This design comes from an exercise in tuning for small area and a short achievable clock period on the open sky130 flow, not from production work.
At most, simulation tests tie the RTL to the original design; equivalence was not proved.
Only the layout flow was run in run 1; the RTL was not checked for function there.
Power is estimated from default activity; no workload was simulated.

## flow/design.v (module list and top-level ports; edited modules follow where they fit)
// module alu_top: 24 lines
// module ALU: 801 lines
// module alu_fin: 151 lines
// module alu_zd: 70 lines
// module z_nand2: 5 lines
// module z_nor2: 5 lines
// module ha: 6 lines
// module fa: 6 lines
module alu_top(CLK, OP1, OP2, OPRN, OUT, ZERO);
  // ...
==> flow/flow/run.sh <==
#!/bin/bash
set -euo pipefail
bash standard.sh "BUFFER_PORTS_ARGS=-buffer_cell sky130_fd_sc_hd__buf_1" SETUP_SLACK_MARGIN=22.5 finish > standard_flow.log 2>&1
==> flow/standard.sh <==
#!/bin/bash
# synth_recipe.tcl (not shown) runs the flow's synth.tcl, then flattens the netlist and writes it again
# the make line also repeats each setting of config.mk as NAME=value (left out here)
make -C /OpenROAD-flow-scripts/flow DESIGN_CONFIG=/design/flow/config.mk WORK_HOME=/design/flow/orfs CLKGATE_MAP_FILE= SYNTH_SCRIPT=/design/flow/synth_recipe.tcl "${@:-finish}"
==> flow/config.mk <==
export PLATFORM = sky130hd
export DESIGN_NAME = alu_top
export DESIGN_NICKNAME = alu_top
export VERILOG_FILES = /design/flow/design.v
export SDC_FILE = /design/flow/constraint.sdc
export NUM_CORES = 4
export LEC_CHECK = 0
export CAP_MARGIN = 20
export CORE_MARGIN = 2
export CORE_UTILIZATION = 40
export SLEW_MARGIN = 20
export SYNTH_HIERARCHICAL = 1
export SYNTH_MINIMUM_KEEP_SIZE = 0
==> flow/constraint.sdc <==
create_clock -name core_clock -period 29.5 [get_ports {CLK}]
set_input_delay 5.9000 -clock core_clock [delete_from_list [all_inputs] [get_ports {CLK}]]
set_output_delay 5.9000 -clock core_clock [all_outputs]
set_load 0.01 [all_outputs]
==> out/results.tsv, run 1 <==
metric	value	unit
port_buffers	101	
buffers	239	
multi_input_area_share	72.7	%
area_delta_synth_final	17.8	%
cp_slowest_cell	fa_2	
regArea	2050	µm²
post-route-min-period	7110	ps
cts_setup_buffers	51	
p_comb	0.00145	W
vdd_drop_max	0.120	mV
area_share_nonclk_buffers	9.44	%
tap_cells	585	
hold_viol	0	
multi_input_comb_area	15000	µm²
cts_root_buf	clkbuf_16	
outcome	timing/DRC/antenna clean	
die-area	45300	µm²
sh_seq_area	9.99	%
grt_pass1_wl	97.1	mm
maxCapViolCount	0	
ctsHoldBuffers	0	
clock_power	0.000115	W
avgRoutedWirePerCell	25.2	µm
worstPathRequired	29730	ps
timing.critical_path.to	out_q[29]$_DFF_P_	
final_cell_mix	xnor2_1 (286), o22ai_1 (230), fa_1 (208)	
reg2reg_from	oprn_q[0]$_DFF_P_	
met1_usage	37.0	%
utilization	47.7	%
gr-usage-all-layers	28.8	%
worstSetupStartpointType	register	
die_w	213	µm
switchingPower	0.000934	W
r2r_slack	22390	ps
maxSlewHeadroom	24.9	%
place_inst	2470	
swShare	53.2	%
==> module ALU, before the edit <==
module ALU(OUT, ZERO, OP1, OP2, OPRN);
	input [(32 -1):0] OP1;
	input [(32 -1):0] OP2;
	input [(6 -1):0] OPRN;
	output [(32 -1):0] OUT;
	output ZERO;
	wire [3:0] op = OPRN[3:0];
	wire is_shr = (op == 4'h5);
	wire is_and = (op == 4'h6);
	wire is_or  = (op == 4'h7);
	wire is_nor = (op == 4'h8);
	wire is_sh  = (op == 4'h4) | is_shr;
	wire is_log = is_and | is_or | is_nor;
	wire is_sub = (op == 4'h2) | (op == 4'ha) | (op == 4'hb) | (op == 4'he) | (op == 4'hf);
	wire is_ari = ~((op == 4'h3) | is_sh | is_log);
	wire m_rev = ~op[3] & op[2] & op[0];            
	wire m_sh  = ~op[3] & op[2];                    
	wire m_mul = ~op[3] & ~op[2] & op[1] & op[0];   
	wire m_ari = op[3] | (~op[2] & ~(op[1] & op[0]));   
	wire [31:0] arev;
	genvar gi;
	generate for (gi = 0; gi < 32; gi = gi + 1) begin : rev_a
		assign arev[gi] = OP1[31-gi];
	end endgenerate
	wire [31:0] x = m_rev ? arev : OP1;
	wire [32:0] yb = {OP2, 1'b0};
	wire sh_ok = ~|OP2[31:5];
	wire [15:0] one, two, neg;
	generate for (gi = 0; gi < 16; gi = gi + 1) begin : enc
		wire y0 = yb[2*gi], y1 = yb[2*gi+1], y2 = yb[2*gi+2];
		wire hit = (OP2[4:1] == gi);
		assign one[gi] = (m_sh & hit & ~OP2[0]) | (m_mul & (y0 ^ y1)) | (m_ari & (gi == 0));
		assign two[gi] = (m_sh & hit & OP2[0]) | (m_mul & ((y2 & ~y1 & ~y0) | (~y2 & y1 & y0)));
		assign neg[gi] = m_mul & y2;
	end endgenerate
	wire sub = op[1];   
	wire [31:0] by = {32{m_ari}} & (OP2 ^ {32{sub}});
	wire fci = m_ari & sub;
	wire pp0_0 = ((x[0] & one[0]) | (1'b0 & two[0])) ^ neg[0];
	wire pp0_1 = ((x[1] & one[0]) | (x[0] & two[0])) ^ neg[0];
	wire pp0_2 = ((x[2] & one[0]) | (x[1] & two[0])) ^ neg[0];
	wire pp0_3 = ((x[3] & one[0]) | (x[2] & two[0])) ^ neg[0];
	wire pp0_4 = ((x[4] & one[0]) | (x[3] & two[0])) ^ neg[0];
	wire pp0_5 = ((x[5] & one[0]) | (x[4] & two[0])) ^ neg[0];
	wire pp0_6 = ((x[6] & one[0]) | (x[5] & two[0])) ^ neg[0];
	wire pp0_7 = ((x[7] & one[0]) | (x[6] & two[0])) ^ neg[0];
	wire pp0_8 = ((x[8] & one[0]) | (x[7] & two[0])) ^ neg[0];
	wire pp0_9 = ((x[9] & one[0]) | (x[8] & two[0])) ^ neg[0];
	wire pp0_10 = ((x[10] & one[0]) | (x[9] & two[0])) ^ neg[0];
	wire pp0_11 = ((x[11] & one[0]) | (x[10] & two[0])) ^ neg[0];
	wire pp0_12 = ((x[12] & one[0]) | (x[11] & two[0])) ^ neg[0];
	wire pp0_13 = ((x[13] & one[0]) | (x[12] & two[0])) ^ neg[0];
	wire pp0_14 = ((x[14] & one[0]) | (x[13] & two[0])) ^ neg[0];
	wire pp0_15 = ((x[15] & one[0]) | (x[14] & two[0])) ^ neg[0];
	wire pp0_16 = ((x[16] & one[0]) | (x[15] & two[0])) ^ neg[0];
	wire pp0_17 = ((x[17] & one[0]) | (x[16] & two[0])) ^ neg[0];
	wire pp0_18 = ((x[18] & one[0]) | (x[17] & two[0])) ^ neg[0];
	wire pp0_19 = ((x[19] & one[0]) | (x[18] & two[0])) ^ neg[0];
	wire pp0_20 = ((x[20] & one[0]) | (x[19] & two[0])) ^ neg[0];
	wire pp0_21 = ((x[21] & one[0]) | (x[20] & two[0])) ^ neg[0];
	wire pp0_22 = ((x[22] & one[0]) | (x[21] & two[0])) ^ neg[0];
	wire pp0_23 = ((x[23] & one[0]) | (x[22] & two[0])) ^ neg[0];
	wire pp0_24 = ((x[24] & one[0]) | (x[23] & two[0])) ^ neg[0];
	wire pp0_25 = ((x[25] & one[0]) | (x[24] & two[0])) ^ neg[0];
	wire pp0_26 = ((x[26] & one[0]) | (x[25] & two[0])) ^ neg[0];
	wire pp0_27 = ((x[27] & one[0]) | (x[26] & two[0])) ^ neg[0];
	wire pp0_28 = ((x[28] & one[0]) | (x[27] & two[0])) ^ neg[0];
	wire pp0_29 = ((x[29] & one[0]) | (x[28] & two[0])) ^ neg[0];
	wire pp0_30 = ((x[30] & one[0]) | (x[29] & two[0])) ^ neg[0];
	wire pp0_31 = ((x[31] & one[0]) | (x[30] & two[0])) ^ neg[0];
	wire neg0b = neg[0] | by[0];
	wire pp1_0 = ((x[0] & one[1]) | (1'b0 & two[1]) | by[2]) ^ neg[1];
	wire pp1_1 = ((x[1] & one[1]) | (x[0] & two[1]) | by[3]) ^ neg[1];
	wire pp1_2 = ((x[2] & one[1]) | (x[1] & two[1]) | by[4]) ^ neg[1];
	wire pp1_3 = ((x[3] & one[1]) | (x[2] & two[1]) | by[5]) ^ neg[1];
	wire pp1_4 = ((x[4] & one[1]) | (x[3] & two[1]) | by[6]) ^ neg[1];
	wire pp1_5 = ((x[5] & one[1]) | (x[4] & two[1]) | by[7]) ^ neg[1];
	wire pp1_6 = ((x[6] & one[1]) | (x[5] & two[1]) | by[8]) ^ neg[1];
	wire pp1_7 = ((x[7] & one[1]) | (x[6] & two[1]) | by[9]) ^ neg[1];
	wire pp1_8 = ((x[8] & one[1]) | (x[7] & two[1]) | by[10]) ^ neg[1];
	wire pp1_9 = ((x[9] & one[1]) | (x[8] & two[1]) | by[11]) ^ neg[1];
	wire pp1_10 = ((x[10] & one[1]) | (x[9] & two[1]) | by[12]) ^ neg[1];
	wire pp1_11 = ((x[11] & one[1]) | (x[10] & two[1]) | by[13]) ^ neg[1];
	wire pp1_12 = ((x[12] & one[1]) | (x[11] & two[1]) | by[14]) ^ neg[1];
	wire pp1_13 = ((x[13] & one[1]) | (x[12] & two[1]) | by[15]) ^ neg[1];
	wire pp1_14 = ((x[14] & one[1]) | (x[13] & two[1]) | by[16]) ^ neg[1];
	wire pp1_15 = ((x[15] & one[1]) | (x[14] & two[1]) | by[17]) ^ neg[1];
	wire pp1_16 = ((x[16] & one[1]) | (x[15] & two[1]) | by[18]) ^ neg[1];
	wire pp1_17 = ((x[17] & one[1]) | (x[16] & two[1]) | by[19]) ^ neg[1];
	wire pp1_18 = ((x[18] & one[1]) | (x[17] & two[1]) | by[20]) ^ neg[1];
	wire pp1_19 = ((x[19] & one[1]) | (x[18] & two[1]) | by[21]) ^ neg[1];
	wire pp1_20 = ((x[20] & one[1]) | (x[19] & two[1]) | by[22]) ^ neg[1];
	wire pp1_21 = ((x[21] & one[1]) | (x[20] & two[1]) | by[23]) ^ neg[1];
	wire pp1_22 = ((x[22] & one[1]) | (x[21] & two[1]) | by[24]) ^ neg[1];
	wire pp1_23 = ((x[23] & one[1]) | (x[22] & two[1]) | by[25]) ^ neg[1];
	wire pp1_24 = ((x[24] & one[1]) | (x[23] & two[1]) | by[26]) ^ neg[1];
	wire pp1_25 = ((x[25] & one[1]) | (x[24] & two[1]) | by[27]) ^ neg[1];
	wire pp1_26 = ((x[26] & one[1]) | (x[25] & two[1]) | by[28]) ^ neg[1];
	wire pp1_27 = ((x[27] & one[1]) | (x[26] & two[1]) | by[29]) ^ neg[1];
	wire pp1_28 = ((x[28] & one[1]) | (x[27] & two[1]) | by[30]) ^ neg[1];
	wire pp1_29 = ((x[29] & one[1]) | (x[28] & two[1]) | by[31]) ^ neg[1];
	wire pp2_0 = ((x[0] & one[2]) | (1'b0 & two[2])) ^ neg[2];
	wire pp2_1 = ((x[1] & one[2]) | (x[0] & two[2])) ^ neg[2];
	wire pp2_2 = ((x[2] & one[2]) | (x[1] & two[2])) ^ neg[2];
	wire pp2_3 = ((x[3] & one[2]) | (x[2] & two[2])) ^ neg[2];
	wire pp2_4 = ((x[4] & one[2]) | (x[3] & two[2])) ^ neg[2];
	wire pp2_5 = ((x[5] & one[2]) | (x[4] & two[2])) ^ neg[2];
	wire pp2_6 = ((x[6] & one[2]) | (x[5] & two[2])) ^ neg[2];
	wire pp2_7 = ((x[7] & one[2]) | (x[6] & two[2])) ^ neg[2];
	wire pp2_8 = ((x[8] & one[2]) | (x[7] & two[2])) ^ neg[2];
	wire pp2_9 = ((x[9] & one[2]) | (x[8] & two[2])) ^ neg[2];
	wire pp2_10 = ((x[10] & one[2]) | (x[9] & two[2])) ^ neg[2];
	wire pp2_11 = ((x[11] & one[2]) | (x[10] & two[2])) ^ neg[2];
	wire pp2_12 = ((x[12] & one[2]) | (x[11] & two[2])) ^ neg[2];
	wire pp2_13 = ((x[13] & one[2]) | (x[12] & two[2])) ^ neg[2];
	wire pp2_14 = ((x[14] & one[2]) | (x[13] & two[2])) ^ neg[2];
	wire pp2_15 = ((x[15] & one[2]) | (x[14] & two[2])) ^ neg[2];
	wire pp2_16 = ((x[16] & one[2]) | (x[15] & two[2])) ^ neg[2];
	wire pp2_17 = ((x[17] & one[2]) | (x[16] & two[2])) ^ neg[2];
	wire pp2_18 = ((x[18] & one[2]) | (x[17] & two[2])) ^ neg[2];
	wire pp2_19 = ((x[19] & one[2]) | (x[18] & two[2])) ^ neg[2];
	wire pp2_20 = ((x[20] & one[2]) | (x[19] & two[2])) ^ neg[2];
	wire pp2_21 = ((x[21] & one[2]) | (x[20] & two[2])) ^ neg[2];
	wire pp2_22 = ((x[22] & one[2]) | (x[21] & two[2])) ^ neg[2];
	wire pp2_23 = ((x[23] & one[2]) | (x[22] & two[2])) ^ neg[2];
	wire pp2_24 = ((x[24] & one[2]) | (x[23] & two[2])) ^ neg[2];
	wire pp2_25 = ((x[25] & one[2]) | (x[24] & two[2])) ^ neg[2];
	wire pp2_26 = ((x[26] & one[2]) | (x[25] & two[2])) ^ neg[2];
	wire pp2_27 = ((x[27] & one[2]) | (x[26] & two[2])) ^ neg[2];
	wire pp3_0 = ((x[0] & one[3]) | (1'b0 & two[3])) ^ neg[3];
	wire pp3_1 = ((x[1] & one[3]) | (x[0] & two[3])) ^ neg[3];
	wire pp3_2 = ((x[2] & one[3]) | (x[1] & two[3])) ^ neg[3];
	wire pp3_3 = ((x[3] & one[3]) | (x[2] & two[3])) ^ neg[3];
	wire pp3_4 = ((x[4] & one[3]) | (x[3] & two[3])) ^ neg[3];
	wire pp3_5 = ((x[5] & one[3]) | (x[4] & two[3])) ^ neg[3];
	wire pp3_6 = ((x[6] & one[3]) | (x[5] & two[3])) ^ neg[3];
	wire pp3_7 = ((x[7] & one[3]) | (x[6] & two[3])) ^ neg[3];
	wire pp3_8 = ((x[8] & one[3]) | (x[7] & two[3])) ^ neg[3];
	wire pp3_9 = ((x[9] & one[3]) | (x[8] & two[3])) ^ neg[3];
	wire pp3_10 = ((x[10] & one[3]) | (x[9] & two[3])) ^ neg[3];
	wire pp3_11 = ((x[11] & one[3]) | (x[10] & two[3])) ^ neg[3];
	wire pp3_12 = ((x[12] & one[3]) | (x[11] & two[3])) ^ neg[3];
	wire pp3_13 = ((x[13] & one[3]) | (x[12] & two[3])) ^ neg[3];
	wire pp3_14 = ((x[14] & one[3]) | (x[13] & two[3])) ^ neg[3];
	wire pp3_15 = ((x[15] & one[3]) | (x[14] & two[3])) ^ neg[3];
	wire pp3_16 = ((x[16] & one[3]) | (x[15] & two[3])) ^ neg[3];
	wire pp3_17 = ((x[17] & one[3]) | (x[16] & two[3])) ^ neg[3];
	wire pp3_18 = ((x[18] & one[3]) | (x[17] & two[3])) ^ neg[3];
	wire pp3_19 = ((x[19] & one[3]) | (x[18] & two[3])) ^ neg[3];
	wire pp3_20 = ((x[20] & one[3]) | (x[19] & two[3])) ^ neg[3];
	wire pp3_21 = ((x[21] & one[3]) | (x[20] & two[3])) ^ neg[3];
	wire pp3_22 = ((x[22] & one[3]) | (x[21] & two[3])) ^ neg[3];
	wire pp3_23 = ((x[23] & one[3]) | (x[22] & two[3])) ^ neg[3];
	wire pp3_24 = ((x[24] & one[3]) | (x[23] & two[3])) ^ neg[3];
	wire pp3_25 = ((x[25] & one[3]) | (x[24] & two[3])) ^ neg[3];
	wire pp4_0 = ((x[0] & one[4]) | (1'b0 & two[4])) ^ neg[4];
	wire pp4_1 = ((x[1] & one[4]) | (x[0] & two[4])) ^ neg[4];
	wire pp4_2 = ((x[2] & one[4]) | (x[1] & two[4])) ^ neg[4];
	wire pp4_3 = ((x[3] & one[4]) | (x[2] & two[4])) ^ neg[4];
	wire pp4_4 = ((x[4] & one[4]) | (x[3] & two[4])) ^ neg[4];
	wire pp4_5 = ((x[5] & one[4]) | (x[4] & two[4])) ^ neg[4];
	wire pp4_6 = ((x[6] & one[4]) | (x[5] & two[4])) ^ neg[4];
	wire pp4_7 = ((x[7] & one[4]) | (x[6] & two[4])) ^ neg[4];
	wire pp4_8 = ((x[8] & one[4]) | (x[7] & two[4])) ^ neg[4];
	wire pp4_9 = ((x[9] & one[4]) | (x[8] & two[4])) ^ neg[4];
	wire pp4_10 = ((x[10] & one[4]) | (x[9] & two[4])) ^ neg[4];
	wire pp4_11 = ((x[11] & one[4]) | (x[10] & two[4])) ^ neg[4];
	wire pp4_12 = ((x[12] & one[4]) | (x[11] & two[4])) ^ neg[4];
	wire pp4_13 = ((x[13] & one[4]) | (x[12] & two[4])) ^ neg[4];
	wire pp4_14 = ((x[14] & one[4]) | (x[13] & two[4])) ^ neg[4];
	wire pp4_15 = ((x[15] & one[4]) | (x[14] & two[4])) ^ neg[4];
	wire pp4_16 = ((x[16] & one[4]) | (x[15] & two[4])) ^ neg[4];
	wire pp4_17 = ((x[17] & one[4]) | (x[16] & two[4])) ^ neg[4];
	wire pp4_18 = ((x[18] & one[4]) | (x[17] & two[4])) ^ neg[4];
	wire pp4_19 = ((x[19] & one[4]) | (x[18] & two[4])) ^ neg[4];
	wire pp4_20 = ((x[20] & one[4]) | (x[19] & two[4])) ^ neg[4];
	wire pp4_21 = ((x[21] & one[4]) | (x[20] & two[4])) ^ neg[4];
	wire pp4_22 = ((x[22] & one[4]) | (x[21] & two[4])) ^ neg[4];
	wire pp4_23 = ((x[23] & one[4]) | (x[22] & two[4])) ^ neg[4];
	wire pp5_0 = ((x[0] & one[5]) | (1'b0 & two[5])) ^ neg[5];
	wire pp5_1 = ((x[1] & one[5]) | (x[0] & two[5])) ^ neg[5];
	wire pp5_2 = ((x[2] & one[5]) | (x[1] & two[5])) ^ neg[5];
	wire pp5_3 = ((x[3] & one[5]) | (x[2] & two[5])) ^ neg[5];
	wire pp5_4 = ((x[4] & one[5]) | (x[3] & two[5])) ^ neg[5];
	wire pp5_5 = ((x[5] & one[5]) | (x[4] & two[5])) ^ neg[5];
	wire pp5_6 = ((x[6] & one[5]) | (x[5] & two[5])) ^ neg[5];
	wire pp5_7 = ((x[7] & one[5]) | (x[6] & two[5])) ^ neg[5];
	wire pp5_8 = ((x[8] & one[5]) | (x[7] & two[5])) ^ neg[5];
	wire pp5_9 = ((x[9] & one[5]) | (x[8] & two[5])) ^ neg[5];
	wire pp5_10 = ((x[10] & one[5]) | (x[9] & two[5])) ^ neg[5];
	wire pp5_11 = ((x[11] & one[5]) | (x[10] & two[5])) ^ neg[5];
	wire pp5_12 = ((x[12] & one[5]) | (x[11] & two[5])) ^ neg[5];
	wire pp5_13 = ((x[13] & one[5]) | (x[12] & two[5])) ^ neg[5];
	wire pp5_14 = ((x[14] & one[5]) | (x[13] & two[5])) ^ neg[5];
	wire pp5_15 = ((x[15] & one[5]) | (x[14] & two[5])) ^ neg[5];
	wire pp5_16 = ((x[16] & one[5]) | (x[15] & two[5])) ^ neg[5];
	wire pp5_17 = ((x[17] & one[5]) | (x[16] & two[5])) ^ neg[5];
	wire pp5_18 = ((x[18] & one[5]) | (x[17] & two[5])) ^ neg[5];
	wire pp5_19 = ((x[19] & one[5]) | (x[18] & two[5])) ^ neg[5];
	wire pp5_20 = ((x[20] & one[5]) | (x[19] & two[5])) ^ neg[5];
	wire pp5_21 = ((x[21] & one[5]) | (x[20] & two[5])) ^ neg[5];
	wire pp6_0 = ((x[0] & one[6]) | (1'b0 & two[6])) ^ neg[6];
	wire pp6_1 = ((x[1] & one[6]) | (x[0] & two[6])) ^ neg[6];
	wire pp6_2 = ((x[2] & one[6]) | (x[1] & two[6])) ^ neg[6];
	wire pp6_3 = ((x[3] & one[6]) | (x[2] & two[6])) ^ neg[6];
	wire pp6_4 = ((x[4] & one[6]) | (x[3] & two[6])) ^ neg[6];
	wire pp6_5 = ((x[5] & one[6]) | (x[4] & two[6])) ^ neg[6];
	wire pp6_6 = ((x[6] & one[6]) | (x[5] & two[6])) ^ neg[6];
	wire pp6_7 = ((x[7] & one[6]) | (x[6] & two[6])) ^ neg[6];
	wire pp6_8 = ((x[8] & one[6]) | (x[7] & two[6])) ^ neg[6];
	wire pp6_9 = ((x[9] & one[6]) | (x[8] & two[6])) ^ neg[6];
	wire pp6_10 = ((x[10] & one[6]) | (x[9] & two[6])) ^ neg[6];
	wire pp6_11 = ((x[11] & one[6]) | (x[10] & two[6])) ^ neg[6];
	wire pp6_12 = ((x[12] & one[6]) | (x[11] & two[6])) ^ neg[6];
	wire pp6_13 = ((x[13] & one[6]) | (x[12] & two[6])) ^ neg[6];
	wire pp6_14 = ((x[14] & one[6]) | (x[13] & two[6])) ^ neg[6];
	wire pp6_15 = ((x[15] & one[6]) | (x[14] & two[6])) ^ neg[6];
	wire pp6_16 = ((x[16] & one[6]) | (x[15] & two[6])) ^ neg[6];
	wire pp6_17 = ((x[17] & one[6]) | (x[16] & two[6])) ^ neg[6];
	wire pp6_18 = ((x[18] & one[6]) | (x[17] & two[6])) ^ neg[6];
	wire pp6_19 = ((x[19] & one[6]) | (x[18] & two[6])) ^ neg[6];
	wire pp7_0 = ((x[0] & one[7]) | (1'b0 & two[7])) ^ neg[7];
	wire pp7_1 = ((x[1] & one[7]) | (x[0] & two[7])) ^ neg[7];
	wire pp7_2 = ((x[2] & one[7]) | (x[1] & two[7])) ^ neg[7];
	wire pp7_3 = ((x[3] & one[7]) | (x[2] & two[7])) ^ neg[7];
	wire pp7_4 = ((x[4] & one[7]) | (x[3] & two[7])) ^ neg[7];
	wire pp7_5 = ((x[5] & one[7]) | (x[4] & two[7])) ^ neg[7];
	wire pp7_6 = ((x[6] & one[7]) | (x[5] & two[7])) ^ neg[7];
	wire pp7_7 = ((x[7] & one[7]) | (x[6] & two[7])) ^ neg[7];
	wire pp7_8 = ((x[8] & one[7]) | (x[7] & two[7])) ^ neg[7];
	wire pp7_9 = ((x[9] & one[7]) | (x[8] & two[7])) ^ neg[7];
	wire pp7_10 = ((x[10] & one[7]) | (x[9] & two[7])) ^ neg[7];
	wire pp7_11 = ((x[11] & one[7]) | (x[10] & two[7])) ^ neg[7];
	wire pp7_12 = ((x[12] & one[7]) | (x[11] & two[7])) ^ neg[7];
	wire pp7_13 = ((x[13] & one[7]) | (x[12] & two[7])) ^ neg[7];
	wire pp7_14 = ((x[14] & one[7]) | (x[13] & two[7])) ^ neg[7];
	wire pp7_15 = ((x[15] & one[7]) | (x[14] & two[7])) ^ neg[7];
	wire pp7_16 = ((x[16] & one[7]) | (x[15] & two[7])) ^ neg[7];
	wire pp7_17 = ((x[17] & one[7]) | (x[16] & two[7])) ^ neg[7];
	wire pp8_0 = ((x[0] & one[8]) | (1'b0 & two[8])) ^ neg[8];
	wire pp8_1 = ((x[1] & one[8]) | (x[0] & two[8])) ^ neg[8];
	wire pp8_2 = ((x[2] & one[8]) | (x[1] & two[8])) ^ neg[8];
	wire pp8_3 = ((x[3] & one[8]) | (x[2] & two[8])) ^ neg[8];
	wire pp8_4 = ((x[4] & one[8]) | (x[3] & two[8])) ^ neg[8];
	wire pp8_5 = ((x[5] & one[8]) | (x[4] & two[8])) ^ neg[8];
	wire pp8_6 = ((x[6] & one[8]) | (x[5] & two[8])) ^ neg[8];
	wire pp8_7 = ((x[7] & one[8]) | (x[6] & two[8])) ^ neg[8];
	wire pp8_8 = ((x[8] & one[8]) | (x[7] & two[8])) ^ neg[8];
	wire pp8_9 = ((x[9] & one[8]) | (x[8] & two[8])) ^ neg[8];
	wire pp8_10 = ((x[10] & one[8]) | (x[9] & two[8])) ^ neg[8];
	wire pp8_11 = ((x[11] & one[8]) | (x[10] & two[8])) ^ neg[8];
	wire pp8_12 = ((x[12] & one[8]) | (x[11] & two[8])) ^ neg[8];
	wire pp8_13 = ((x[13] & one[8]) | (x[12] & two[8])) ^ neg[8];
	wire pp8_14 = ((x[14] & one[8]) | (x[13] & two[8])) ^ neg[8];
	wire pp8_15 = ((x[15] & one[8]) | (x[14] & two[8])) ^ neg[8];
	wire pp9_0 = ((x[0] & one[9]) | (1'b0 & two[9])) ^ neg[9];
	wire pp9_1 = ((x[1] & one[9]) | (x[0] & two[9])) ^ neg[9];
	wire pp9_2 = ((x[2] & one[9]) | (x[1] & two[9])) ^ neg[9];
	wire pp9_3 = ((x[3] & one[9]) | (x[2] & two[9])) ^ neg[9];
	wire pp9_4 = ((x[4] & one[9]) | (x[3] & two[9])) ^ neg[9];
	wire pp9_5 = ((x[5] & one[9]) | (x[4] & two[9])) ^ neg[9];
	wire pp9_6 = ((x[6] & one[9]) | (x[5] & two[9])) ^ neg[9];
	wire pp9_7 = ((x[7] & one[9]) | (x[6] & two[9])) ^ neg[9];
	wire pp9_8 = ((x[8] & one[9]) | (x[7] & two[9])) ^ neg[9];
	wire pp9_9 = ((x[9] & one[9]) | (x[8] & two[9])) ^ neg[9];
	wire pp9_10 = ((x[10] & one[9]) | (x[9] & two[9])) ^ neg[9];
	wire pp9_11 = ((x[11] & one[9]) | (x[10] & two[9])) ^ neg[9];
	wire pp9_12 = ((x[12] & one[9]) | (x[11] & two[9])) ^ neg[9];
	wire pp9_13 = ((x[13] & one[9]) | (x[12] & two[9])) ^ neg[9];
	wire pp10_0 = ((x[0] & one[10]) | (1'b0 & two[10])) ^ neg[10];
	wire pp10_1 = ((x[1] & one[10]) | (x[0] & two[10])) ^ neg[10];
	wire pp10_2 = ((x[2] & one[10]) | (x[1] & two[10])) ^ neg[10];
	wire pp10_3 = ((x[3] & one[10]) | (x[2] & two[10])) ^ neg[10];
	wire pp10_4 = ((x[4] & one[10]) | (x[3] & two[10])) ^ neg[10];
	wire pp10_5 = ((x[5] & one[10]) | (x[4] & two[10])) ^ neg[10];
	wire pp10_6 = ((x[6] & one[10]) | (x[5] & two[10])) ^ neg[10];
	wire pp10_7 = ((x[7] & one[10]) | (x[6] & two[10])) ^ neg[10];
	wire pp10_8 = ((x[8] & one[10]) | (x[7] & two[10])) ^ neg[10];
	wire pp10_9 = ((x[9] & one[10]) | (x[8] & two[10])) ^ neg[10];
	wire pp10_10 = ((x[10] & one[10]) | (x[9] & two[10])) ^ neg[10];
	wire pp10_11 = ((x[11] & one[10]) | (x[10] & two[10])) ^ neg[10];
	wire pp11_0 = ((x[0] & one[11]) | (1'b0 & two[11])) ^ neg[11];
	wire pp11_1 = ((x[1] & one[11]) | (x[0] & two[11])) ^ neg[11];
	wire pp11_2 = ((x[2] & one[11]) | (x[1] & two[11])) ^ neg[11];
	wire pp11_3 = ((x[3] & one[11]) | (x[2] & two[11])) ^ neg[11];
	wire pp11_4 = ((x[4] & one[11]) | (x[3] & two[11])) ^ neg[11];
	wire pp11_5 = ((x[5] & one[11]) | (x[4] & two[11])) ^ neg[11];
	wire pp11_6 = ((x[6] & one[11]) | (x[5] & two[11])) ^ neg[11];
	wire pp11_7 = ((x[7] & one[11]) | (x[6] & two[11])) ^ neg[11];
	wire pp11_8 = ((x[8] & one[11]) | (x[7] & two[11])) ^ neg[11];
	wire pp11_9 = ((x[9] & one[11]) | (x[8] & two[11])) ^ neg[11];
	wire pp12_0 = ((x[0] & one[12]) | (1'b0 & two[12])) ^ neg[12];
	wire pp12_1 = ((x[1] & one[12]) | (x[0] & two[12])) ^ neg[12];
	wire pp12_2 = ((x[2] & one[12]) | (x[1] & two[12])) ^ neg[12];
	wire pp12_3 = ((x[3] & one[12]) | (x[2] & two[12])) ^ neg[12];
	wire pp12_4 = ((x[4] & one[12]) | (x[3] & two[12])) ^ neg[12];
	wire pp12_5 = ((x[5] & one[12]) | (x[4] & two[12])) ^ neg[12];
	wire pp12_6 = ((x[6] & one[12]) | (x[5] & two[12])) ^ neg[12];
	wire pp12_7 = ((x[7] & one[12]) | (x[6] & two[12])) ^ neg[12];
	wire pp13_0 = ((x[0] & one[13]) | (1'b0 & two[13])) ^ neg[13];
	wire pp13_1 = ((x[1] & one[13]) | (x[0] & two[13])) ^ neg[13];
	wire pp13_2 = ((x[2] & one[13]) | (x[1] & two[13])) ^ neg[13];
	wire pp13_3 = ((x[3] & one[13]) | (x[2] & two[13])) ^ neg[13];
	wire pp13_4 = ((x[4] & one[13]) | (x[3] & two[13])) ^ neg[13];
	wire pp13_5 = ((x[5] & one[13]) | (x[4] & two[13])) ^ neg[13];
	wire pp14_0 = ((x[0] & one[14]) | (1'b0 & two[14])) ^ neg[14];
	wire pp14_1 = ((x[1] & one[14]) | (x[0] & two[14])) ^ neg[14];
	wire pp14_2 = ((x[2] & one[14]) | (x[1] & two[14])) ^ neg[14];
	wire pp14_3 = ((x[3] & one[14]) | (x[2] & two[14])) ^ neg[14];
	wire pp15_0 = ((x[0] & one[15]) | (1'b0 & two[15])) ^ neg[15];
	wire pp15_1 = ((x[1] & one[15]) | (x[0] & two[15])) ^ neg[15];
	wire s0, c0;
	fa u_fa0(s0, c0, neg[1], pp0_2, pp1_0);
	wire hs0, hc0;
	ha u_ha0(hs0, hc0, pp0_3, pp1_1);
	wire s1, c1;
	fa u_fa1(s1, c1, neg[2], pp0_4, pp1_2);
	wire s2, c2;
	fa u_fa2(s2, c2, pp2_0, hc0, s1);
	wire s3, c3;
	fa u_fa3(s3, c3, pp0_5, pp1_3, pp2_1);
	wire hs1, hc1;
	ha u_ha1(hs1, hc1, c1, s3);
	wire s4, c4;
	fa u_fa4(s4, c4, neg[3], pp0_6, pp1_4);
	wire s5, c5;
	fa u_fa5(s5, c5, pp2_2, pp3_0, c3);
	wire s6, c6;
	fa u_fa6(s6, c6, s4, hc1, s5);
	wire s7, c7;
	fa u_fa7(s7, c7, pp0_7, pp1_5, pp2_3);
	wire s8, c8;
	fa u_fa8(s8, c8, pp3_1, c4, s7);
	wire hs2, hc2;
	ha u_ha2(hs2, hc2, c5, s8);
	wire s9, c9;
	fa u_fa9(s9, c9, neg[4], pp0_8, pp1_6);
	wire s10, c10;
	fa u_fa10(s10, c10, pp2_4, pp3_2, pp4_0);
	wire s11, c11;
	fa u_fa11(s11, c11, c7, s9, s10);
	wire hs3, hc3;
	ha u_ha3(hs3, hc3, c8, s11);
	wire s12, c12;
	fa u_fa12(s12, c12, pp0_9, pp1_7, pp2_5);
	wire s13, c13;
	fa u_fa13(s13, c13, pp3_3, pp4_1, c9);
	wire s14, c14;
	fa u_fa14(s14, c14, c10, s12, s13);
	wire s15, c15;
	fa u_fa15(s15, c15, c11, hc3, s14);
	wire s16, c16;
	fa u_fa16(s16, c16, neg[5], pp0_10, pp1_8);
	wire s17, c17;
	fa u_fa17(s17, c17, pp2_6, pp3_4, pp4_2);
	wire s18, c18;
	fa u_fa18(s18, c18, pp5_0, c12, s16);
	wire s19, c19;
	fa u_fa19(s19, c19, s17, c13, s18);
	wire hs4, hc4;
	ha u_ha4(hs4, hc4, c14, s19);
	wire s20, c20;
	fa u_fa20(s20, c20, pp0_11, pp1_9, pp2_7);
	wire s21, c21;
	fa u_fa21(s21, c21, pp3_5, pp4_3, pp5_1);
	wire s22, c22;
	fa u_fa22(s22, c22, c16, c17, s20);
	wire s23, c23;
	fa u_fa23(s23, c23, s21, c18, s22);
	wire hs5, hc5;
	ha u_ha5(hs5, hc5, c19, s23);
	wire s24, c24;
	fa u_fa24(s24, c24, neg[6], pp0_12, pp1_10);
	wire s25, c25;
	fa u_fa25(s25, c25, pp2_8, pp3_6, pp4_4);
	wire s26, c26;
	fa u_fa26(s26, c26, pp5_2, pp6_0, c20);
	wire s27, c27;
	fa u_fa27(s27, c27, c21, s24, s25);
	wire s28, c28;
	fa u_fa28(s28, c28, s26, c22, s27);
	wire hs6, hc6;
	ha u_ha6(hs6, hc6, c23, s28);
	wire s29, c29;
	fa u_fa29(s29, c29, pp0_13, pp1_11, pp2_9);
	wire s30, c30;
	fa u_fa30(s30, c30, pp3_7, pp4_5, pp5_3);
	wire s31, c31;
	fa u_fa31(s31, c31, pp6_1, c24, c25);
	wire s32, c32;
	fa u_fa32(s32, c32, s29, s30, c26);
	wire s33, c33;
	fa u_fa33(s33, c33, s31, c27, s32);
	wire s34, c34;
	fa u_fa34(s34, c34, c28, hc6, s33);
	wire s35, c35;
	fa u_fa35(s35, c35, neg[7], pp0_14, pp1_12);
	wire s36, c36;
	fa u_fa36(s36, c36, pp2_10, pp3_8, pp4_6);
	wire s37, c37;
	fa u_fa37(s37, c37, pp5_4, pp6_2, pp7_0);
	wire s38, c38;
	fa u_fa38(s38, c38, c29, c30, s35);
	wire s39, c39;
	fa u_fa39(s39, c39, s36, s37, c31);
	wire s40, c40;
	fa u_fa40(s40, c40, s38, c32, s39);
	wire hs7, hc7;
	ha u_ha7(hs7, hc7, c33, s40);
	wire s41, c41;
	fa u_fa41(s41, c41, pp0_15, pp1_13, pp2_11);
	wire s42, c42;
	fa u_fa42(s42, c42, pp3_9, pp4_7, pp5_5);
	wire s43, c43;
	fa u_fa43(s43, c43, pp6_3, pp7_1, c35);
	wire s44, c44;
	fa u_fa44(s44, c44, c36, c37, s41);
	wire s45, c45;
	fa u_fa45(s45, c45, s42, s43, c38);
	wire s46, c46;
	fa u_fa46(s46, c46, s44, c39, s45);
	wire s47, c47;
	fa u_fa47(s47, c47, c40, s46, hc7);
	wire s48, c48;
	fa u_fa48(s48, c48, neg[8], pp0_16, pp1_14);
	wire s49, c49;
	fa u_fa49(s49, c49, pp2_12, pp3_10, pp4_8);
	wire s50, c50;
	fa u_fa50(s50, c50, pp5_6, pp6_4, pp7_2);
	wire s51, c51;
	fa u_fa51(s51, c51, pp8_0, c41, c42);
	wire s52, c52;
	fa u_fa52(s52, c52, s48, s49, s50);
	wire s53, c53;
	fa u_fa53(s53, c53, c43, s51, c44);
	wire s54, c54;
	fa u_fa54(s54, c54, s52, c45, s53);
	wire hs8, hc8;
	ha u_ha8(hs8, hc8, c46, s54);
	wire s55, c55;
	fa u_fa55(s55, c55, pp0_17, pp1_15, pp2_13);
	wire s56, c56;
	fa u_fa56(s56, c56, pp3_11, pp4_9, pp5_7);
	wire s57, c57;
	fa u_fa57(s57, c57, pp6_5, pp7_3, pp8_1);
	wire s58, c58;
	fa u_fa58(s58, c58, c48, c49, c50);
	wire s59, c59;
	fa u_fa59(s59, c59, s55, s56, s57);
	wire s60, c60;
	fa u_fa60(s60, c60, c51, s58, c52);
	wire s61, c61;
	fa u_fa61(s61, c61, s59, c53, s60);
	wire hs9, hc9;
	ha u_ha9(hs9, hc9, c54, s61);
	wire s62, c62;
	fa u_fa62(s62, c62, neg[9], pp0_18, pp1_16);
	wire s63, c63;
	fa u_fa63(s63, c63, pp2_14, pp3_12, pp4_10);
	wire s64, c64;
	fa u_fa64(s64, c64, pp5_8, pp6_6, pp7_4);
	wire s65, c65;
	fa u_fa65(s65, c65, pp8_2, pp9_0, c55);
	wire s66, c66;
	fa u_fa66(s66, c66, c56, c57, s62);
	wire s67, c67;
	fa u_fa67(s67, c67, s63, s64, c58);
	wire s68, c68;
	fa u_fa68(s68, c68, s65, c59, s66);
	wire s69, c69;
	fa u_fa69(s69, c69, c60, s67, s68);
	wire s70, c70;
	fa u_fa70(s70, c70, c61, s69, hc9);
	wire s71, c71;
	fa u_fa71(s71, c71, pp0_19, pp1_17, pp2_15);
	wire s72, c72;
	fa u_fa72(s72, c72, pp3_13, pp4_11, pp5_9);
	wire s73, c73;
	fa u_fa73(s73, c73, pp6_7, pp7_5, pp8_3);
	wire s74, c74;
	fa u_fa74(s74, c74, pp9_1, c62, c63);
	wire s75, c75;
	fa u_fa75(s75, c75, c64, s71, s72);
	wire s76, c76;
	fa u_fa76(s76, c76, s73, c65, s74);
	wire s77, c77;
	fa u_fa77(s77, c77, c66, s75, c67);
	wire s78, c78;
	fa u_fa78(s78, c78, c68, s76, s77);
	wire hs10, hc10;
	ha u_ha10(hs10, hc10, c69, s78);
	wire s79, c79;
	fa u_fa79(s79, c79, neg[10], pp0_20, pp1_18);
	wire s80, c80;
	fa u_fa80(s80, c80, pp2_16, pp3_14, pp4_12);
	wire s81, c81;
	fa u_fa81(s81, c81, pp5_10, pp6_8, pp7_6);
	wire s82, c82;
	fa u_fa82(s82, c82, pp8_4, pp9_2, pp10_0);
	wire s83, c83;
	fa u_fa83(s83, c83, c71, c72, c73);
	wire s84, c84;
	fa u_fa84(s84, c84, s79, s80, s81);
	wire s85, c85;
	fa u_fa85(s85, c85, s82, c74, s83);
	wire s86, c86;
	fa u_fa86(s86, c86, c75, s84, c76);
	wire s87, c87;
	fa u_fa87(s87, c87, s85, c77, s86);
	wire s88, c88;
	fa u_fa88(s88, c88, c78, s87, hc10);
	wire s89, c89;
	fa u_fa89(s89, c89, pp0_21, pp1_19, pp2_17);
	wire s90, c90;
	fa u_fa90(s90, c90, pp3_15, pp4_13, pp5_11);
	wire s91, c91;
	fa u_fa91(s91, c91, pp6_9, pp7_7, pp8_5);
	wire s92, c92;
	fa u_fa92(s92, c92, pp9_3, pp10_1, c79);
	wire s93, c93;
	fa u_fa93(s93, c93, c80, c81, c82);
	wire s94, c94;
	fa u_fa94(s94, c94, s89, s90, s91);
	wire s95, c95;
	fa u_fa95(s95, c95, c83, s92, s93);
	wire s96, c96;
	fa u_fa96(s96, c96, c84, s94, c85);
	wire s97, c97;
	fa u_fa97(s97, c97, s95, c86, s96);
	wire hs11, hc11;
	ha u_ha11(hs11, hc11, c87, s97);
	wire s98, c98;
	fa u_fa98(s98, c98, neg[11], pp0_22, pp1_20);
	wire s99, c99;
	fa u_fa99(s99, c99, pp2_18, pp3_16, pp4_14);
	wire s100, c100;
	fa u_fa100(s100, c100, pp5_12, pp6_10, pp7_8);
	wire s101, c101;
	fa u_fa101(s101, c101, pp8_6, pp9_4, pp10_2);
	wire s102, c102;
	fa u_fa102(s102, c102, pp11_0, c89, c90);
	wire s103, c103;
	fa u_fa103(s103, c103, c91, s98, s99);
	wire s104, c104;
	fa u_fa104(s104, c104, s100, s101, c92);
	wire s105, c105;
	fa u_fa105(s105, c105, c93, s102, c94);
	wire s106, c106;
	fa u_fa106(s106, c106, s103, c95, s104);
	wire s107, c107;
	fa u_fa107(s107, c107, s105, c96, s106);
	wire hs12, hc12;
	ha u_ha12(hs12, hc12, c97, s107);
	wire s108, c108;
	fa u_fa108(s108, c108, pp0_23, pp1_21, pp2_19);
	wire s109, c109;
	fa u_fa109(s109, c109, pp3_17, pp4_15, pp5_13);
	wire s110, c110;
	fa u_fa110(s110, c110, pp6_11, pp7_9, pp8_7);
	wire s111, c111;
	fa u_fa111(s111, c111, pp9_5, pp10_3, pp11_1);
	wire s112, c112;
	fa u_fa112(s112, c112, c98, c99, c100);
	wire s113, c113;
	fa u_fa113(s113, c113, c101, s108, s109);
	wire s114, c114;
	fa u_fa114(s114, c114, s110, s111, c102);
	wire s115, c115;
	fa u_fa115(s115, c115, s112, c103, s113);
	wire s116, c116;
	fa u_fa116(s116, c116, c104, c105, s114);
	wire s117, c117;
	fa u_fa117(s117, c117, s115, c106, s116);
	wire hs13, hc13;
	ha u_ha13(hs13, hc13, c107, s117);
	wire s118, c118;
	fa u_fa118(s118, c118, neg[12], pp0_24, pp1_22);
	wire s119, c119;
	fa u_fa119(s119, c119, pp2_20, pp3_18, pp4_16);
	wire s120, c120;
	fa u_fa120(s120, c120, pp5_14, pp6_12, pp7_10);
	wire s121, c121;
	fa u_fa121(s121, c121, pp8_8, pp9_6, pp10_4);
	wire s122, c122;
	fa u_fa122(s122, c122, pp11_2, pp12_0, c108);
	wire s123, c123;
	fa u_fa123(s123, c123, c109, c110, c111);
	wire s124, c124;
	fa u_fa124(s124, c124, s118, s119, s120);
	wire s125, c125;
	fa u_fa125(s125, c125, s121, c112, s122);
	wire s126, c126;
	fa u_fa126(s126, c126, s123, c113, s124);
	wire s127, c127;
	fa u_fa127(s127, c127, c114, c115, s125);
	wire s128, c128;
	fa u_fa128(s128, c128, s126, c116, s127);
	wire s129, c129;
	fa u_fa129(s129, c129, c117, s128, hc13);
	wire s130, c130;
	fa u_fa130(s130, c130, pp0_25, pp1_23, pp2_21);
	wire s131, c131;
	fa u_fa131(s131, c131, pp3_19, pp4_17, pp5_15);
	wire s132, c132;
	fa u_fa132(s132, c132, pp6_13, pp7_11, pp8_9);
	wire s133, c133;
	fa u_fa133(s133, c133, pp9_7, pp10_5, pp11_3);
	wire s134, c134;
	fa u_fa134(s134, c134, pp12_1, c118, c119);
	wire s135, c135;
	fa u_fa135(s135, c135, c120, c121, s130);
	wire s136, c136;
	fa u_fa136(s136, c136, s131, s132, s133);
	wire s137, c137;
	fa u_fa137(s137, c137, c122, c123, s134);
	wire s138, c138;
	fa u_fa138(s138, c138, c124, s135, s136);
	wire s139, c139;
	fa u_fa139(s139, c139, c125, c126, s137);
	wire s140, c140;
	fa u_fa140(s140, c140, s138, c127, s139);
	wire hs14, hc14;
	ha u_ha14(hs14, hc14, c128, s140);
	wire s141, c141;
	fa u_fa141(s141, c141, neg[13], pp0_26, pp1_24);
	wire s142, c142;
	fa u_fa142(s142, c142, pp2_22, pp3_20, pp4_18);
	wire s143, c143;
	fa u_fa143(s143, c143, pp5_16, pp6_14, pp7_12);
	wire s144, c144;
	fa u_fa144(s144, c144, pp8_10, pp9_8, pp10_6);
	wire s145, c145;
	fa u_fa145(s145, c145, pp11_4, pp12_2, pp13_0);
	wire s146, c146;
	fa u_fa146(s146, c146, c130, c131, c132);
	wire s147, c147;
	fa u_fa147(s147, c147, c133, s141, s142);
	wire s148, c148;
	fa u_fa148(s148, c148, s143, s144, s145);
	wire s149, c149;
	fa u_fa149(s149, c149, c134, s146, c135);
	wire s150, c150;
	fa u_fa150(s150, c150, c136, s147, s148);
	wire s151, c151;
	fa u_fa151(s151, c151, c137, c138, s149);
	wire s152, c152;
	fa u_fa152(s152, c152, s150, c139, s151);
	wire s153, c153;
	fa u_fa153(s153, c153, c140, s152, hc14);
	wire s154, c154;
	fa u_fa154(s154, c154, pp0_27, pp1_25, pp2_23);
	wire s155, c155;
	fa u_fa155(s155, c155, pp3_21, pp4_19, pp5_17);
	wire s156, c156;
	fa u_fa156(s156, c156, pp6_15, pp7_13, pp8_11);
	wire s157, c157;
	fa u_fa157(s157, c157, pp9_9, pp10_7, pp11_5);
	wire s158, c158;
	fa u_fa158(s158, c158, pp12_3, pp13_1, c141);
	wire s159, c159;
	fa u_fa159(s159, c159, c142, c143, c144);
	wire s160, c160;
	fa u_fa160(s160, c160, c145, s154, s155);
	wire s161, c161;
	fa u_fa161(s161, c161, s156, s157, c146);
	wire s162, c162;
	fa u_fa162(s162, c162, s158, s159, c147);
	wire s163, c163;
	fa u_fa163(s163, c163, c148, s160, c149);
	wire s164, c164;
	fa u_fa164(s164, c164, s161, c150, s162);
	wire s165, c165;
	fa u_fa165(s165, c165, c151, s163, s164);
	wire hs15, hc15;
	ha u_ha15(hs15, hc15, c152, s165);
	wire s166, c166;
	fa u_fa166(s166, c166, neg[14], pp0_28, pp1_26);
	wire s167, c167;
	fa u_fa167(s167, c167, pp2_24, pp3_22, pp4_20);
	wire s168, c168;
	fa u_fa168(s168, c168, pp5_18, pp6_16, pp7_14);
	wire s169, c169;
	fa u_fa169(s169, c169, pp8_12, pp9_10, pp10_8);
	wire s170, c170;
	fa u_fa170(s170, c170, pp11_6, pp12_4, pp13_2);
	wire s171, c171;
	fa u_fa171(s171, c171, pp14_0, c154, c155);
	wire s172, c172;
	fa u_fa172(s172, c172, c156, c157, s166);
	wire s173, c173;
	fa u_fa173(s173, c173, s167, s168, s169);
	wire s174, c174;
	fa u_fa174(s174, c174, s170, c158, c159);
	wire s175, c175;
	fa u_fa175(s175, c175, s171, c160, s172);
	wire s176, c176;
	fa u_fa176(s176, c176, s173, c161, c162);
	wire s177, c177;
	fa u_fa177(s177, c177, s174, s175, c163);
	wire s178, c178;
	fa u_fa178(s178, c178, c164, s176, s177);
	wire s179, c179;
	fa u_fa179(s179, c179, c165, hc15, s178);
	wire s180, c180;
	fa u_fa180(s180, c180, pp0_29, pp1_27, pp2_25);
	wire s181, c181;
	fa u_fa181(s181, c181, pp3_23, pp4_21, pp5_19);
	wire s182, c182;
	fa u_fa182(s182, c182, pp6_17, pp7_15, pp8_13);
	wire s183, c183;
	fa u_fa183(s183, c183, pp9_11, pp10_9, pp11_7);
	wire s184, c184;
	fa u_fa184(s184, c184, pp12_5, pp13_3, pp14_1);
	wire s185, c185;
	fa u_fa185(s185, c185, c166, c167, c168);
	wire s186, c186;
	fa u_fa186(s186, c186, c169, c170, s180);
	wire s187, c187;
	fa u_fa187(s187, c187, s181, s182, s183);
	wire s188, c188;
	fa u_fa188(s188, c188, s184, c171, s185);
	wire s189, c189;
	fa u_fa189(s189, c189, c172, c173, s186);
	wire s190, c190;
	fa u_fa190(s190, c190, s187, c174, c175);
	wire s191, c191;
	fa u_fa191(s191, c191, s188, s189, c176);
	wire s192, c192;
	fa u_fa192(s192, c192, s190, c177, s191);
	wire hs16, hc16;
	ha u_ha16(hs16, hc16, c178, s192);
	wire s193, c193;
	fa u_fa193(s193, c193, neg[15], pp0_30, pp1_28);
	wire s194, c194;
	fa u_fa194(s194, c194, pp2_26, pp3_24, pp4_22);
	wire s195, c195;
	fa u_fa195(s195, c195, pp5_20, pp6_18, pp7_16);
	wire s196, c196;
	fa u_fa196(s196, c196, pp8_14, pp9_12, pp10_10);
	wire s197, c197;
	fa u_fa197(s197, c197, pp11_8, pp12_6, pp13_4);
	wire s198, c198;
	fa u_fa198(s198, c198, pp14_2, pp15_0, c180);
	wire s199, c199;
	fa u_fa199(s199, c199, c181, c182, c183);
	wire s200, c200;
	fa u_fa200(s200, c200, c184, s193, s194);
	wire s201, c201;
	fa u_fa201(s201, c201, s195, s196, s197);
	wire s202, c202;
	fa u_fa202(s202, c202, c185, s198, s199);
	wire s203, c203;
	fa u_fa203(s203, c203, c186, c187, s200);
	wire s204, c204;
	fa u_fa204(s204, c204, s201, c188, c189);
	wire s205, c205;
	fa u_fa205(s205, c205, s202, s203, c190);
	wire s206, c206;
	fa u_fa206(s206, c206, s204, c191, s205);
	wire s207, c207;
	fa u_fa207(s207, c207, c192, s206, hc16);
	wire s208, c208;
	fa u_fa208(s208, c208, pp0_31, pp1_29, pp2_27);
	wire s209, c209;
	fa u_fa209(s209, c209, pp3_25, pp4_23, pp5_21);
	wire s210, c210;
	fa u_fa210(s210, c210, pp6_19, pp7_17, pp8_15);
	wire s211, c211;
	fa u_fa211(s211, c211, pp9_13, pp10_11, pp11_9);
	wire s212, c212;
	fa u_fa212(s212, c212, pp12_7, pp13_5, pp14_3);
	wire s213, c213;
	fa u_fa213(s213, c213, pp15_1, c193, c194);
	wire s214, c214;
	fa u_fa214(s214, c214, c195, c196, c197);
	wire s215, c215;
	fa u_fa215(s215, c215, s208, s209, s210);
	wire s216, c216;
	fa u_fa216(s216, c216, s211, s212, c198);
	wire s217, c217;
	fa u_fa217(s217, c217, c199, s213, s214);
	wire s218, c218;
	fa u_fa218(s218, c218, c200, c201, s215);
	wire s219, c219;
	fa u_fa219(s219, c219, c202, s216, c203);
	wire s220, c220;
	fa u_fa220(s220, c220, s217, s218, c204);
	wire s221, c221;
	fa u_fa221(s221, c221, s219, c205, s220);
	wire hs17, hc17;
	ha u_ha17(hs17, hc17, c206, s221);
	wire [31:0] ms = {c207, s207, c179, s179, c153, s153, c129, s129, hc12, hc11, c88, s88, c70, s70, hc8, c47, s47, c34, s34, hc5, hc4, c15, s15, hc2, c6, s6, c2, s2, c0, s0, pp0_1, pp0_0};
	wire [31:0] mc = {hs17, 1'b0, hs16, 1'b0, hs15, 1'b0, hs14, 1'b0, hs13, hs12, hs11, 1'b0, hs10, 1'b0, hs9, hs8, 1'b0, hs7, 1'b0, hs6, hs5, hs4, 1'b0, hs3, hs2, 1'b0, hs1, 1'b0, hs0, 1'b0, by[1], neg0b};
	wire [31:0] lg = ({32{is_and}} & (OP1 & OP2)) | ({32{is_or}} & (OP1 | OP2)) | ({32{is_nor}} & ~(OP1 | OP2));
	wire sh_zero = is_sh & ~sh_ok;   
	wire sel_s = ~is_shr & ~is_log & ~sh_zero;
	wire sel_r = is_shr & sh_ok;
	wire zfix = is_log ? ~|lg : sh_zero;   
	wire zuse = ~is_log;                  
	alu_fin u_fin(OUT, ZERO, ms, mc, fci, sel_s, sel_r, lg, zfix, zuse);
endmodule
==> run 2, diff against run 1 <==
--- a/flow/design.v
+++ b/flow/design.v
@@ -812,29 +812,32 @@
 	fa u_fa219(s219, c219, c202, s216, c203);
 	wire s220, c220;
 	fa u_fa220(s220, c220, s217, s218, c204);
 	wire s221, c221;
 	fa u_fa221(s221, c221, s219, c205, s220);
 	wire hs17, hc17;
 	ha u_ha17(hs17, hc17, c206, s221);
 	wire [31:0] ms = {c207, s207, c179, s179, c153, s153, c129, s129, hc12, hc11, c88, s88, c70, s70, hc8, c47, s47, c34, s34, hc5, hc4, c15, s15, hc2, c6, s6, c2, s2, c0, s0, pp0_1, pp0_0};
+	wire [19:0] mcn = {hs17, hs16, hs15, hs14, hs13, hs12, hs11, hs10, hs9, hs8, hs7, hs6, hs5, hs4, hs3, hs2, hs1, hs0, by[1], neg0b};
 	wire [31:0] mc = {hs17, 1'b0, hs16, 1'b0, hs15, 1'b0, hs14, 1'b0, hs13, hs12, hs11, 1'b0, hs10, 1'b0, hs9, hs8, 1'b0, hs7, 1'b0, hs6, hs5, hs4, 1'b0, hs3, hs2, 1'b0, hs1, 1'b0, hs0, 1'b0, by[1], neg0b};
 	wire [31:0] lg = ({32{is_and}} & (OP1 & OP2)) | ({32{is_or}} & (OP1 | OP2)) | ({32{is_nor}} & ~(OP1 | OP2));
 	wire sh_zero = is_sh & ~sh_ok;   
 	wire sel_s = ~is_shr & ~is_log & ~sh_zero;
 	wire sel_r = is_shr & sh_ok;
 	wire zfix = is_log ? ~|lg : sh_zero;   
 	wire zuse = ~is_log;                  
-	alu_fin u_fin(OUT, ZERO, ms, mc, fci, sel_s, sel_r, lg, zfix, zuse);
+	alu_fin u_fin(OUT, ZERO, ms, mcn, fci, sel_s, sel_r, lg, zfix, zuse);
 endmodule
-module alu_fin(OUT, ZERO, ms, mc, fci, sel_s, sel_r, lg, zfix, zuse);
+module alu_fin(OUT, ZERO, ms, mcn, fci, sel_s, sel_r, lg, zfix, zuse);
 	output [31:0] OUT;
 	output ZERO;
-	input [31:0] ms, mc, lg;
+	input [31:0] ms, lg;
+	input [19:0] mcn;
+	wire [31:0] mc = {mcn[19], 1'b0, mcn[18], 1'b0, mcn[17], 1'b0, mcn[16], 1'b0, mcn[15], mcn[14], mcn[13], 1'b0, mcn[12], 1'b0, mcn[11], mcn[10], 1'b0, mcn[9], 1'b0, mcn[8], mcn[7], mcn[6], 1'b0, mcn[5], mcn[4], 1'b0, mcn[3], 1'b0, mcn[2], 1'b0, mcn[1], mcn[0]};
 	input fci, sel_s, sel_r, zfix, zuse;
 	wire [31:0] fx = ms;
 	wire [31:0] fy = mc;
 	wire [31:0] pg_p = fx ^ fy;
 	wire [31:0] pg_g = fx & fy;
 	wire G0_0 = pg_g[0] | (pg_p[0] & fci);
 	wire G1_0 = pg_g[1] | (pg_p[1] & G0_0);
 	wire G3_2 = pg_g[3] | (pg_p[3] & pg_g[2]);
==> flow/flow/run.sh (replaced) <==
#!/bin/bash
set -euo pipefail
bash standard.sh "BUFFER_PORTS_ARGS=-buffer_cell sky130_fd_sc_hd__buf_1" SETUP_SLACK_MARGIN=22 finish > standard_flow.log 2>&1
==> run 2 against run 1 <==
Effect of this change: still clean on timing, DRC and antenna; sequential cell count unchanged; non-clock buffer count fell by 70; synthesized cell count shrank 3.3%; first-iteration DRC count grew 6.0%; critical path depth fell by 7; hold slack improved by 4.9 ps; power down 23%; critical path type unchanged; largest cell class unchanged.
==> out/results.tsv, run 2 <==
metric	value	unit	change
outcome	timing/DRC/antenna clean		unchanged
path_max_fanout	12		was 24
hold_path.class	register to register		unchanged
drive_above_1_share	9.62	%	was 15.8%
cp-end-kind	register		unchanged
finalSetupTns	0	ps	unchanged
fmax	138	MHz	was 141 MHz
area_delta_synth_final	9.03	%	was 17.8%
diodes	0		unchanged
rows	75		was 76
hp-start	op1_q[1]$_DFF_P_		was op1_q[30]$_DFF_P_
path_delay_family	adder cells		unchanged
die_y	210	µm	was 213 µm
grt_pass1_vias	14700		was 15800
die-area	44200	µm²	was 45300 µm²
avgSynthCellArea	9.47	µm²	was 9.41 µm²
viasPerCell	6.18		was 6.09
cts_sinks	101		unchanged
vdd_drop_max	0.0581	mV	was 0.120 mV
setup_violations	0		unchanged
layout_commonest_cell	xnor2_1		unchanged
core-area	41900	µm²	was 43100 µm²
worstPathArrival	7470	ps	was 7340 ps
crit_top_cell	fa_1		
crit_start	oprn_q[3]$_DFF_P_		was oprn_q[0]$_DFF_P_
period_share	24.6	%	was 24.1%
final_max_slew_viol_count	0		unchanged
final_cell_mix	xnor2_1 (292), o22ai_1 (230), fa_1 (226)		was xnor2_1 (286), o22ai_1 (230), fa_1 (208)
gr-usage-all-layers	27.5	%	was 28.8%
maxCapViolCount	0		unchanged
worstSetupPathType	register to register		unchanged
drc	0		unchanged
worstPathRequired	29730	ps	about the same
gp_congestion	0.943		was 0.957
grt_pass1_wl	91.4	mm	was 97.1 mm
maxSlewHeadroom	32.0	%	was 24.9%
die_w	210	µm	was 213 µm
clk_pin_slew_worst_paths	70	ps	about the same
worstSetupStartpointType	register		unchanged
port_buffers	101		unchanged
io_pins	104		unchanged
stdcell_area	18500	µm²	was 20600 µm²
top_usage_layer	met2		unchanged
start_util	40.5	%	about the same
cpPeakStageDelay	790	ps	was 560 ps
finalPower	0.00135	W	was 0.00176 W
place_ws	20750	ps	was 20610 ps
clock_latency	350	ps	was 360 ps
hpwl	44.5	mm	was 45.5 mm
n_fill_cell	4112		was 4004
cts_made_buffers	9		unchanged
clockBufferDepth	2		unchanged
hold_viol	0		unchanged
syn_inst	1795		was 1856
postRouteAntennaNets	0		unchanged
ys_warn_count	7		unchanged
finClkSkew	6.46	ps	was 9.51 ps
worst_pin_slew	1000	ps	was 1120 ps
critical_path_buf_inv_count	1		was 6
use_met2	43.6	%	was 45.8%
rsz0062_at_grt	no		was yes
routed_wl	61.0	mm	was 64.8 mm
grt_overflow	0		unchanged
post-route-min-period	7240	ps	was 7110 ps
cp_slowest_cell	a32oi_2		was fa_2
p_per_area	72.7	nW/µm²	was 85.4 nW/µm²
avgRoutedWirePerCell	25.8	µm	was 25.2 µm
use_met3	5.72	%	was 7.62%
cts_tree	yes		unchanged
worst_slack	22260	ps	was 22390 ps
p_leak	7.68	nW	was 8.68 nW
drt_iter0_drc	2023		was 1908
post_dp_cell_area	17900	µm²	was 18600 µm²
route.vias.total	14600		was 15700
nets	2199		was 2378
worstPathCellList	and2b_1 > and2_1 > a32oi_2 > o22ai_1 > xnor2_1 > fa_1 > fa_1 > fa_1 > fa_1 > fa_1 > ha_1 > inv_1 > ha_1 > and4_1 > nand2_1 > a211oi_1 > o21ai_1 > xnor2_1 > a221o_1		
netlist_area	17000	µm²	was 17500 µm²
grt_max_degree	64		was 36
met1_usage	37.2	%	was 37.0%
htreeDepth	3		unchanged
antenna_found_initial	0		unchanged
top_regs	op1_q x32, op2_q x32, out_q x32		unchanged
drtPass1Iterations	8		was 6
reg2reg_from	oprn_q[3]$_DFF_P_		was oprn_q[0]$_DFF_P_
ctsHoldBuffers	0		unchanged
cts_root_buf	clkbuf_16		unchanged
run 2: changes by cell type in the layout (fill, tap and decap cells not counted), sizes merged, moves of 3 or more:
cell / before / now
xor2: 68 / 64
conb: 24 / 0
and3: 1 / 4
xnor2: 290 / 293
bufbuf: 9 / 0
buf: 229 / 167
a221o: 30 / 26
inv: 156 / 114
nand2: 61 / 67
a21o: 9 / 4
ha: 100 / 78
mux2i: 32 / 35
run 2: worst paths after layout:
kind                 endpoint  slack, ps  cells after the start
min reg2reg  out_q[1]$_DFF_P_        870                      3
min          out_q[1]$_DFF_P_        870                      3
max          out_q[2]$_DFF_P_      22260                     19
max reg2reg  out_q[2]$_DFF_P_      22260                     19
run 2: tightest hold or removal path, delay by kind of cell (launching register included):
family           cells  cell delay, ps
flip-flops           1             390
AO/OA/AOI/OAI        2             310
AND/OR/NAND/NOR      1             130
run 2: cell type report:
| cell class | count | area (µm²) | share of cell area (%) |
|---|---|---|---|
| multi-input cells | 1431 | 14200 | 76.4 |
| clock inverters | 6 | 53.8 | 0.290 |
| well taps | 539 | 674 | 3.64 |
| repair buffers | 169 | 948 | 5.12 |
| clock buffers | 10 | 239 | 1.29 |
| inverters | 112 | 420 | 2.27 |
| flip-flops and latches | 101 | 2030 | 11.0 |
run 2: timing repair:
action	CTS	global route
pin swaps	1	3
gates resized for setup	22	23
hold endpoints to repair	0	0
buffers inserted	3	5
setup endpoints to repair	33	13
gates cloned	3	3
run 2: stage by stage:
step                cells  hold WS (ps)  util (%)
global route         2368           915      44.2
floorplan            1795           651         -
CTS                  2360           866      43.8
finish               2368           872      44.2
global placement     2338           821      42.7
detailed placement   2338           826      42.7
run 2: routing by layer:
layer	share of wire, %	vias to the layer above	wire (µm)
li1	-	6345	-
met1	40	7354	24700
met2	46	781	28000
met3	9.6	163	5890
met4	4.1	0	2480
met5	0	-	0
run 2: power breakdown:
group,leakage [nW],total (W),internal (W),switching [W]
Sequential,0.852,0.000189,0.000167,0.0000224
Combinational,6.69,0.00104,0.000412,0.000633
Clock,0.142,0.000114,0.0000609,0.0000527
Total,7.68,0.00135,0.000639,0.000708
==> run 3, diff against run 2 <==
==> flow/flow/run.sh (replaced) <==
#!/bin/bash
set -euo pipefail
bash standard.sh "BUFFER_PORTS_ARGS=-buffer_cell sky130_fd_sc_hd__buf_1" SETUP_SLACK_MARGIN=22.5 finish > standard_flow.log 2>&1
--- a/flow/config.mk
+++ b/flow/config.mk
@@ -8,6 +8,7 @@
 export CAP_MARGIN = 20
 export CORE_MARGIN = 2
 export CORE_UTILIZATION = 40
+export CTS_BUF_LIST = sky130_fd_sc_hd__clkbuf_8
 export SLEW_MARGIN = 20
 export SYNTH_HIERARCHICAL = 1
 export SYNTH_MINIMUM_KEEP_SIZE = 0
==> run 3 against run 2 <==
Effect of this change: still clean; die area stayed put; count of clock-buffer cells in the layout stayed put; via count is 1.4% higher; register-to-register slack better by 280 ps; routed wire length is 1.1% higher.
==> out/results.tsv, run 3 <==
metric	value	unit	change
place_ws	20750	ps	unchanged
ys_warn_count	7		unchanged
cts_root_buf	clkbuf_8		was clkbuf_16
io_pins	104		unchanged
path_max_fanout	40		was 12
die_w	210	µm	unchanged
p_per_area	73.4	nW/µm²	was 72.7 nW/µm²
grt_max_degree	44		was 64
gp_congestion	0.943		unchanged
route.vias.total	14800		was 14600
htreeDepth	3		unchanged
worst_pin_slew	1050	ps	was 1000 ps
post-route-min-period	6960	ps	was 7240 ps
syn_inst	1795		unchanged
final_cell_mix	xnor2_1 (291), o22ai_1 (230), fa_1 (218)		was xnor2_1 (292), o22ai_1 (230), fa_1 (226)
core-area	41900	µm²	unchanged
period_share	23.6	%	was 24.6%
maxSlewHeadroom	28.5	%	was 32.0%
wl_met2	28.1	mm	was 28.0 mm
vdd_drop_max	0.0665	mV	was 0.0581 mV
ctsHoldBuffers	0		unchanged
worst_slack	22540	ps	was 22260 ps
cp-end-kind	register		unchanged
dr_wl_met3	6.85	mm	was 5.89 mm
finClkSkew	13.0	ps	was 6.46 ps
die-area	44200	µm²	unchanged
drive_above_1_share	12.1	%	was 9.62%
antenna_found_initial	0		unchanged
worstSetupStartpointType	register		unchanged
drtPass1Iterations	8		unchanged
hold_viol	0		unchanged
cts_tree	yes		unchanged
viasPerCell	6.22		was 6.18
finalSetupTns	0	ps	unchanged
gr-usage-all-layers	27.8	%	was 27.5%
die_y	210	µm	unchanged
drc	0		unchanged
routed_wl	61.7	mm	was 61.0 mm
worstPathArrival	7240	ps	was 7470 ps
rsz0062_at_grt	no		unchanged
drt_iter0_drc	1901		was 2023
clockBufferDepth	2		unchanged
setup_violations	0		unchanged
cts_made_buffers	9		unchanged
area_delta_synth_final	11.1	%	was 9.03%
maxCapViolCount	0		unchanged
grt_overflow	0		unchanged
grt_pass1_wl	92.4	mm	was 91.4 mm
hpwl	44.5	mm	unchanged
cts_sinks	101		unchanged
worstSetupPathType	register to register		unchanged
p_leak	7.77	nW	was 7.68 nW
avgSynthCellArea	9.47	µm²	unchanged
clock_latency	380	ps	was 350 ps
netlist_area	17000	µm²	unchanged
wl_met1	24.2	mm	was 24.7 mm
rows	75		unchanged
top_layer	met4		unchanged
outcome	timing/DRC/antenna clean		unchanged
layout_commonest_cell	xnor2_1		unchanged
final_max_slew_viol_count	0		unchanged
clk_pin_slew_worst_paths	100	ps	was 70 ps
start_util	40.5	%	unchanged
fmax	144	MHz	was 138 MHz
hold_path.class	register to register		unchanged
worstPathRequired	29780	ps	was 29730 ps
top_regs	op1_q x32, op2_q x32, out_q x32		unchanged
port_buffers	101		unchanged
avgRoutedWirePerCell	25.9	µm	was 25.8 µm
nets	2215		was 2199
grt_pass1_vias	14900		was 14700
postRouteAntennaNets	0		unchanged
## run 3: metrics by stage
stage               cell area, µm²  hold slack (ps)  cells  utilization (%)  power [W]
floorplan                    17000              651   1795                -   0.000878
global placement             17900              821   2338             42.7    0.00119
detailed placement           17900              826   2338             42.7    0.00121
CTS                          18600              875   2370             44.2    0.00133
global route                 18900              914   2384             45.0    0.00150
finish                       18900              879   2385             45.0    0.00139
## run 3: worst max-delay path, stage by stage (launching register included)
cell and delay [ps]:
dfxtp_1 370, buf_12 230, nand3b_1 120, buf_6 170, buf_12 160, mux2i_2 840, o22ai_1 260, xnor2_1 220
fa_1 470, fa_1 450, fa_1 580, fa_1 410, ha_1 200, fa_1 410, inv_1 80, ha_1 300
a21oi_1 210, nor2_1 90, and3_2 240, a311oi_4 480, xnor2_1 190, a221o_1 370
## run 3: worst paths after layout
path | start | end | slack, ps | cells after the start
setup reg to reg | oprn_q[0]$_DFF_P_ | out_q[9]$_DFF_P_ | 22540 | 21
setup / recovery | oprn_q[0]$_DFF_P_ | out_q[9]$_DFF_P_ | 22540 | 21
hold / removal | op2_q[1]$_DFF_P_ | out_q[1]$_DFF_P_ | 880 | 3
hold reg to reg | op2_q[1]$_DFF_P_ | out_q[1]$_DFF_P_ | 880 | 3
## run 3: cell type report
class,instances,area (µm²)
diodes,1,2.50
clock buffers,10,138
clock inverters,6,53.8
fillers,4065,23100
inverters,112,420
multi-input cells,1432,14400
flip-flops and latches,101,2040
well taps,539,674
repair buffers,184,1190
## run 3: what timing repair did
item | in CTS | in global routing
gates cloned | 7 | 3
setup endpoints to repair | 33 | 19
pin swaps | 6 | 17
gates resized for setup | 53 | 49
buffers inserted | 9 | 11
## run 3: layer usage
| layer | up-vias | global-route usage, % |
|---|---|---|
| met5 | - | 0 |
| met4 | 0 | 9.83 |
| met3 | 178 | 6.84 |
| met2 | 881 | 43.8 |
| met1 | 7406 | 37.3 |
| li1 | 6379 | - |
## run 3: where the power goes
part           switching [W]  internal, W
clock network      0.0000491    0.0000344
registers          0.0000225     0.000166
logic               0.000650     0.000463
total               0.000722     0.000664

## port drivers added, routing unchanged
The flow's constraints put no driver on any port. The routed layouts listed below were extracted and timed again, unchanged, in two steps.
Step 1, drivers: a clkbuf_16 drives CLK and a buf_2 each remaining input, both assumed.
Step 2 also shifts input and output timing later by t, the mid clock arrival at the registers, as if the neighbouring blocks saw the same clock.
a / b / c = ideal / step 1 / step 2; a / b = the first two.
| run | t, ns | slack for setup (ns) |
|---|---|---|
| run 1 | 0.390 | 22.390 / 22.390 / 22.390 |
| run 2 | 0.386 | 22.257 / 22.257 / 22.257 |
| run 3 | 0.409 | 22.536 / 22.536 / 22.536 |
After both steps every run listed still meets setup and hold.
